This is an optimization exercise on Yosys and OpenROAD, whose aim is small area, not a production implementation.
In this exercise RTL edits were held to simulation tests only and were not proved equivalent to the original.
The clock input has no modelled driver; a real chip could not lean on it and would need a root buffer or a full tree.
Power is estimated from default activity; no workload was simulated.

== harbor ==
Design top, start of the top module:
module top (
  input clk,
  input rst,
  input echo,
  input sw1,
  input sw2,
  output trig,
  output led3,
  output led5,
  output led7,
  output led2,
  output led1,
  output led4,
  output led6,
  output led8,
  output led9,
  output pwm,
  output sonido
);
  localparam [18:0] C1_POL  = 19'h2aaaa;
  localparam [18:0] C1_SEED = 19'h71c3e;      
  localparam [18:0] C1_T    = 19'h2aaaa;      
  reg  [18:0] c1s;
  wire [18:0] c1 = c1s ^ C1_POL;
  reg         trig_r;
  wire        c1_end = (c1 == C1_T);
  wire        c1_ld  = rst | c1_end;
  wire [18:0] c1_nx  = c1_ld ? C1_SEED : {c1[17:0], ~(c1[18] ^ c1[5])};
  always @(posedge clk) begin
    c1s    <= c1_nx ^ C1_POL;
    trig_r <= ~c1_ld;
  end
  assign trig = trig_r;
  localparam [19:0] C2_POL   = 20'haaaaa;
  localparam [19:0] C2_SEED  = 20'h60129;
  localparam [19:0] C2_1000  = 20'hb2752;
  localparam [19:0] C2_20000 = 20'ha4742;
  localparam [19:0] C2_45000 = 20'h94742;
  reg  [19:0] c2s;
  wire [19:0] c2 = c2s ^ C2_POL;
  wire        c2_fb = c2[19] ^ c2[16] ^ (c2[18:0] == 19'd0);
  wire [19:0] c2_nx = (rst | ~echo) ? C2_SEED : {c2[18:0], c2_fb};
  always @(posedge clk)
    c2s <= c2_nx ^ C2_POL;
  wire ev_c = echo & (c2 == C2_1000);
  wire ev_b = echo & (c2 == C2_20000);
  wire ev_a = echo & (c2 == C2_45000);
  reg [1:0] ls;
  always @(posedge clk) begin
    if (rst)
      ls <= 2'b11;
    else if (ev_a | ev_b | ev_c)
      ls <= {ev_c, ev_b};
  end
  wire la = |ls;
  wire lb = ~(~ls[1] & ls[0]);
  wire lc = ~(ls[1] & ~ls[0]);
  assign led1 = la; assign led2 = la; assign led3 = la;
  assign led4 = lb; assign led5 = lb; assign led6 = lb;
  assign led7 = lc; assign led8 = lc; assign led9 = lc; assign sonido = lc;
  localparam [6:0] L0 = 7'h00, L20 = 7'h3d, L30 = 7'h43, L69 = 7'h3b;
  localparam [6:0]  L_POL  = 7'h00;
  localparam [17:0] HB_POL = 18'h3ffff;
  reg  [6:0]  lcs;      
  reg  [17:0] hbs;      
  wire [6:0]  lc7 = lcs ^ L_POL;
  wire [17:0] hb  = hbs ^ HB_POL;
  wire        l_end  = (lc7 == L69);
  wire        p_end  = (lc7 == L30) & hb[17] & hb[13] & hb[11] & hb[10] & hb[9] & hb[3] & hb[0];
  wire        p_ld   = rst | p_end;
  ...
Size: about 330 cells after synthesis, ~17 I/O pins.
==> module top, before the edit <==
module top (
  input clk,
  input rst,
  input echo,
  input sw1,
  input sw2,
  output trig,
  output led3,
  output led5,
  output led7,
  output led2,
  output led1,
  output led4,
  output led6,
  output led8,
  output led9,
  output pwm,
  output sonido
);
  localparam [18:0] C1_POL  = 19'h2aaaa;
  localparam [18:0] C1_SEED = 19'h71c3e;      
  localparam [18:0] C1_T    = 19'h2aaaa;      
  reg  [18:0] c1s;
  wire [18:0] c1 = c1s ^ C1_POL;
  reg         trig_r;
  wire        c1_end = (c1 == C1_T);
  wire        c1_ld  = rst | c1_end;
  wire [18:0] c1_nx  = c1_ld ? C1_SEED : {c1[17:0], ~(c1[18] ^ c1[5])};
  always @(posedge clk) begin
    c1s    <= c1_nx ^ C1_POL;
    trig_r <= ~c1_ld;
  end
  assign trig = trig_r;
  localparam [19:0] C2_POL   = 20'haaaaa;
  localparam [19:0] C2_SEED  = 20'h60129;
  localparam [19:0] C2_1000  = 20'hb2752;
  localparam [19:0] C2_20000 = 20'ha4742;
  localparam [19:0] C2_45000 = 20'h94742;
  reg  [19:0] c2s;
  wire [19:0] c2 = c2s ^ C2_POL;
  wire        c2_fb = c2[19] ^ c2[16] ^ (c2[18:0] == 19'd0);
  wire [19:0] c2_nx = (rst | ~echo) ? C2_SEED : {c2[18:0], c2_fb};
  always @(posedge clk)
    c2s <= c2_nx ^ C2_POL;
  wire ev_c = echo & (c2 == C2_1000);
  wire ev_b = echo & (c2 == C2_20000);
  wire ev_a = echo & (c2 == C2_45000);
  reg [1:0] ls;
  always @(posedge clk) begin
    if (rst)
      ls <= 2'b11;
    else if (ev_a | ev_b | ev_c)
      ls <= {ev_c, ev_b};
  end
  wire la = |ls;
  wire lb = ~(~ls[1] & ls[0]);
  wire lc = ~(ls[1] & ~ls[0]);
  assign led1 = la; assign led2 = la; assign led3 = la;
  assign led4 = lb; assign led5 = lb; assign led6 = lb;
  assign led7 = lc; assign led8 = lc; assign led9 = lc; assign sonido = lc;
  localparam [6:0] L0 = 7'h00, L20 = 7'h3d, L30 = 7'h43, L69 = 7'h3b;
  localparam [6:0]  L_POL  = 7'h00;
  localparam [17:0] HB_POL = 18'h3ffff;
  reg  [6:0]  lcs;      
  reg  [17:0] hbs;      
  wire [6:0]  lc7 = lcs ^ L_POL;
  wire [17:0] hb  = hbs ^ HB_POL;
  wire        l_end  = (lc7 == L69);
  wire        p_end  = (lc7 == L30) & hb[17] & hb[13] & hb[11] & hb[10] & hb[9] & hb[3] & hb[0];
  wire        p_ld   = rst | p_end;
  wire [6:0]  lc_nx  = p_ld ? L20 : l_end ? L0 : {lc7[5:0], ~(lc7[6] ^ lc7[5])};
  wire [17:0] hb_nx  = p_ld ? 18'd0 : hb + {17'd0, l_end};
  always @(posedge clk) begin
    lcs <= lc_nx ^ L_POL;
    hbs <= hb_nx ^ HB_POL;
  end
  localparam [10:0] KD_POL  = 11'h000;
  localparam [14:0] SUB_T = 15'h45e6;
  reg [10:0] kds;
  reg [14:0] sub;
  wire [10:0] kd  = kds ^ KD_POL;
  wire sub_end = (sub == SUB_T);
  wire kd_end  = kd[10] & kd[9] & kd[7] & kd[5] & kd[4] & kd[1];      
  wire step    = sw1 & sub_end & ~kd_end;
  always @(posedge clk) begin
    if (rst | sw2 | step)
      sub <= 15'd0;
    else if (sw1 & ~sub_end)
      sub <= {sub[13:0], ~(sub[14] ^ sub[13])};
    if (rst | sw2)
      kds <= 11'd286 ^ KD_POL;
    else if (step)
      kds <= (kd + 11'd1) ^ KD_POL;
  end
  reg pwm_r;
  always @(posedge clk)
    pwm_r <= ~rst & (hb[17:11] == 7'd0) & (hb[10:0] < kd);
  assign pwm = pwm_r;
endmodule
==> flow/config.mk <==
export PLATFORM = sky130hd
export DESIGN_NAME = top
export DESIGN_NICKNAME = top
export VERILOG_FILES = /design/flow/design.v
export SDC_FILE = /design/flow/constraint.sdc
export NUM_CORES = 4
export LEC_CHECK = 0
export CAP_MARGIN = 20
export CORE_MARGIN = 2
export CORE_UTILIZATION = 70
export PLACE_DENSITY = 0.85
export SLEW_MARGIN = 20
==> flow/constraint.sdc <==
create_clock -name core_clock -period 5.0 [get_ports {clk}]
set_input_delay 1.0000 -clock core_clock [delete_from_list [all_inputs] [get_ports {clk}]]
set_output_delay 1.0000 -clock core_clock [all_outputs]
set_load 0.01 [all_outputs]
standard.sh (not shown) runs the stock make flow with config.mk's settings and CLKGATE_MAP_FILE= SYNTH_SCRIPT=/design/flow/synth_recipe.tcl, a recipe that flattens the netlist after the stock synthesis.
==> flow/flow/run.sh <==
#!/bin/bash
# Own layout flow: the standard synthesis, then the combinational logic
# between the (unchanged) registers is re-mapped by ABC for area, then the
# standard ORFS layout with small port buffers and a lean clock tree.
# Each tool's output goes to its own log file in the work folder.
set -euo pipefail
W=$PWD
F=$W/flow
R=$W/orfs/results/$FLOW_PLATFORM/top/base
YOSYS=$(command -v yosys || echo "$FLOW_HOME/../tools/install/yosys/bin/yosys")
LIB=$FLOW_HOME/platforms/$FLOW_PLATFORM/lib/sky130_fd_sc_hd__tt_025C_1v80.lib

bash standard.sh synth > $W/log_1_synth.log 2>&1
cp $R/1_2_yosys.v $W/synth_standard.v

# 2. re-map the logic between the registers: one Yosys/ABC run per line of
# flow/remap_scripts.txt, in parallel; the smallest netlist is kept.
i=0
while IFS= read -r scr; do
  [ -n "$scr" ] || continue
  i=$((i+1)); D=$W/remap_$i; mkdir -p $D
  printf '%s\n' "$scr" > $D/s.abc
  sed -e "s|@LIB@|$LIB|g" -e "s|@IN@|$W/synth_standard.v|g" -e "s|@OUT@|$D/out.v|g" \
      -e "s|@ABC@|$D/s.abc|g" -e "s|@STAT@|$D/stat.txt|g" $F/remap.ys > $D/remap.ys
  ( cd $D && $YOSYS -s $D/remap.ys > $W/log_2_remap_$i.log 2>&1 || true ) &
done < $F/remap_scripts.txt
wait
best=""; barea=""
for D in $W/remap_*; do
  [ -s $D/out.v ] && [ -s $D/stat.txt ] || continue
  # same registers as the standard synthesis
  [ "$(grep -c 'sky130_fd_sc_hd__df' $D/out.v)" = "$(grep -c 'sky130_fd_sc_hd__df' $W/synth_standard.v)" ] || continue
  a=$(awk '/Chip area/ {print $NF}' $D/stat.txt)
  if [ -z "$best" ] || awk -v a=$a -v b=$barea 'BEGIN{exit !(a<b)}'; then best=$D; barea=$a; fi
done
test -n "$best"
echo "kept $best area $barea" > $W/remap_choice.txt
cp $best/out.v $W/synth_remap.v
cp $best/stat.txt $W/remap_stat.txt
cp $W/synth_remap.v $R/1_2_yosys.v
rm -f $R/1_synth.odb $R/1_synth.sdc

# 3. layout; the clock tree is built by flow/clktree.tcl
export CLK_NLEAF=${CLK_NLEAF:-3} CLK_LEAF=${CLK_LEAF:-sky130_fd_sc_hd__clkbuf_16} CLK_ROOT=${CLK_ROOT:-none}
bash standard.sh finish \
  "BUFFER_PORTS_ARGS=-buffer_cell sky130_fd_sc_hd__buf_1" \
  "PRE_CTS_TCL=$F/clktree.tcl" \
  > $W/log_3_layout.log 2>&1
test -f $W/out/final.def
Other scripts of this flow, unchanged in this note and not shown: flow/flow/clktree.tcl, flow/flow/remap.ys, flow/flow/remap_scripts.txt
The following lists how garnet was set up differently from harbor:
--- a/flow/design.v
+++ b/flow/design.v
@@ -22,9 +22,9 @@
   localparam [18:0] C1_T    = 19'h2aaaa;      
   reg  [18:0] c1s;
   wire [18:0] c1 = c1s ^ C1_POL;
   reg         trig_r;
-  wire        c1_end = (c1 == C1_T);
+  wire        c1_end = ((c1s & 19'h7fffd) == 19'd0);    
   wire        c1_ld  = rst | c1_end;
   wire [18:0] c1_nx  = c1_ld ? C1_SEED : {c1[17:0], ~(c1[18] ^ c1[5])};
   always @(posedge clk) begin
     c1s    <= c1_nx ^ C1_POL;
@@ -57,37 +57,37 @@
   wire lc = ~(ls[1] & ~ls[0]);
   assign led1 = la; assign led2 = la; assign led3 = la;
   assign led4 = lb; assign led5 = lb; assign led6 = lb;
   assign led7 = lc; assign led8 = lc; assign led9 = lc; assign sonido = lc;
-  localparam [6:0] L0 = 7'h00, L20 = 7'h3d, L30 = 7'h43, L69 = 7'h3b;
+  localparam [6:0] L0 = 7'h71, L20 = 7'h52, L30 = 7'h4e, L69 = 7'h3f;
   localparam [6:0]  L_POL  = 7'h00;
   localparam [17:0] HB_POL = 18'h3ffff;
   reg  [6:0]  lcs;      
   reg  [17:0] hbs;      
   wire [6:0]  lc7 = lcs ^ L_POL;
   wire [17:0] hb  = hbs ^ HB_POL;
-  wire        l_end  = (lc7 == L69);
-  wire        p_end  = (lc7 == L30) & hb[17] & hb[13] & hb[11] & hb[10] & hb[9] & hb[3] & hb[0];
+  wire        l_end  = ((lc7 & 7'h2e) == (L69 & 7'h2e));
+  wire        p_end  = ((lc7 & 7'h4e) == (L30 & 7'h4e)) & hb[17] & hb[13] & hb[11] & hb[10] & hb[9] & hb[3] & hb[0];
   wire        p_ld   = rst | p_end;
   wire [6:0]  lc_nx  = p_ld ? L20 : l_end ? L0 : {lc7[5:0], ~(lc7[6] ^ lc7[5])};
   wire [17:0] hb_nx  = p_ld ? 18'd0 : hb + {17'd0, l_end};
   always @(posedge clk) begin
     lcs <= lc_nx ^ L_POL;
     hbs <= hb_nx ^ HB_POL;
   end
   localparam [10:0] KD_POL  = 11'h000;
-  localparam [14:0] SUB_T = 15'h45e6;
+  localparam [14:0] SUB_T = 15'h023c;
   reg [10:0] kds;
   reg [14:0] sub;
   wire [10:0] kd  = kds ^ KD_POL;
-  wire sub_end = (sub == SUB_T);
+  wire sub_end = ((sub & 15'h7df6) == (SUB_T & 15'h7df6));
   wire kd_end  = kd[10] & kd[9] & kd[7] & kd[5] & kd[4] & kd[1];      
   wire step    = sw1 & sub_end & ~kd_end;
   always @(posedge clk) begin
     if (rst | sw2 | step)
       sub <= 15'd0;
     else if (sw1 & ~sub_end)
-      sub <= {sub[13:0], ~(sub[14] ^ sub[13])};
+      sub <= {sub[13:0], ~(sub[14] ^ sub[0])};
     if (rst | sw2)
       kds <= 11'd286 ^ KD_POL;
     else if (step)
       kds <= (kd + 11'd1) ^ KD_POL;
Results
garnet completed end to end with timing, DRC and antenna clean. NOTE: maximum fanout along the worst path in garnet falls short of that of harbor. | post-layout minimum cycle time | garnet vs harbor | better |. Setup WNS harbor -> garnet: better. harbor → garnet: power in the clock group essentially unchanged; share of layout cells above drive strength 1 decreased 0.29 points; non-filler instance count after layout stayed essentially flat; met1 wire length picked up an extra 3.9%. The lower proportion of cell area occupied by registers came out of harbor. harbor → garnet: post-route standard cell area excluding fillers now sits lower; first-pass GRT wire length now sits higher; power density of the placed cells now sits higher.
In every run of this note, the design's own scripts or RTL, not TritonCTS, make the clock network.

[afterwards: timing with drivers on the ports]
Ports are ideal in the flow. The routed layouts listed here were re-timed in OpenROAD. Step 1 (the two cells are an assumption about what drives the block):
set clk [get_ports {clk}]
set_driving_cell -lib_cell sky130_fd_sc_hd__clkbuf_16 $clk
set_driving_cell -lib_cell sky130_fd_sc_hd__buf_2 [delete_from_list [all_inputs] $clk]
Step 2 moves the port delays by t, midway between the first and last clock arrival at a register: inputs arrive t later, outputs are due t later. That takes back most of the time a late clock gives input paths. Slacks: no drivers / after step 1 / after step 2; pairs: no drivers / after step 1.
run | t (ns) | slack for setup (ns) | worst slew at a driven data input, ns
harbor | 0.218 | 0.427 / 0.427 / 0.427 | 0.03
garnet | 0.222 | 0.625 / 0.625 / 0.625 | 0.03
After both steps setup and hold are still met in every run listed.
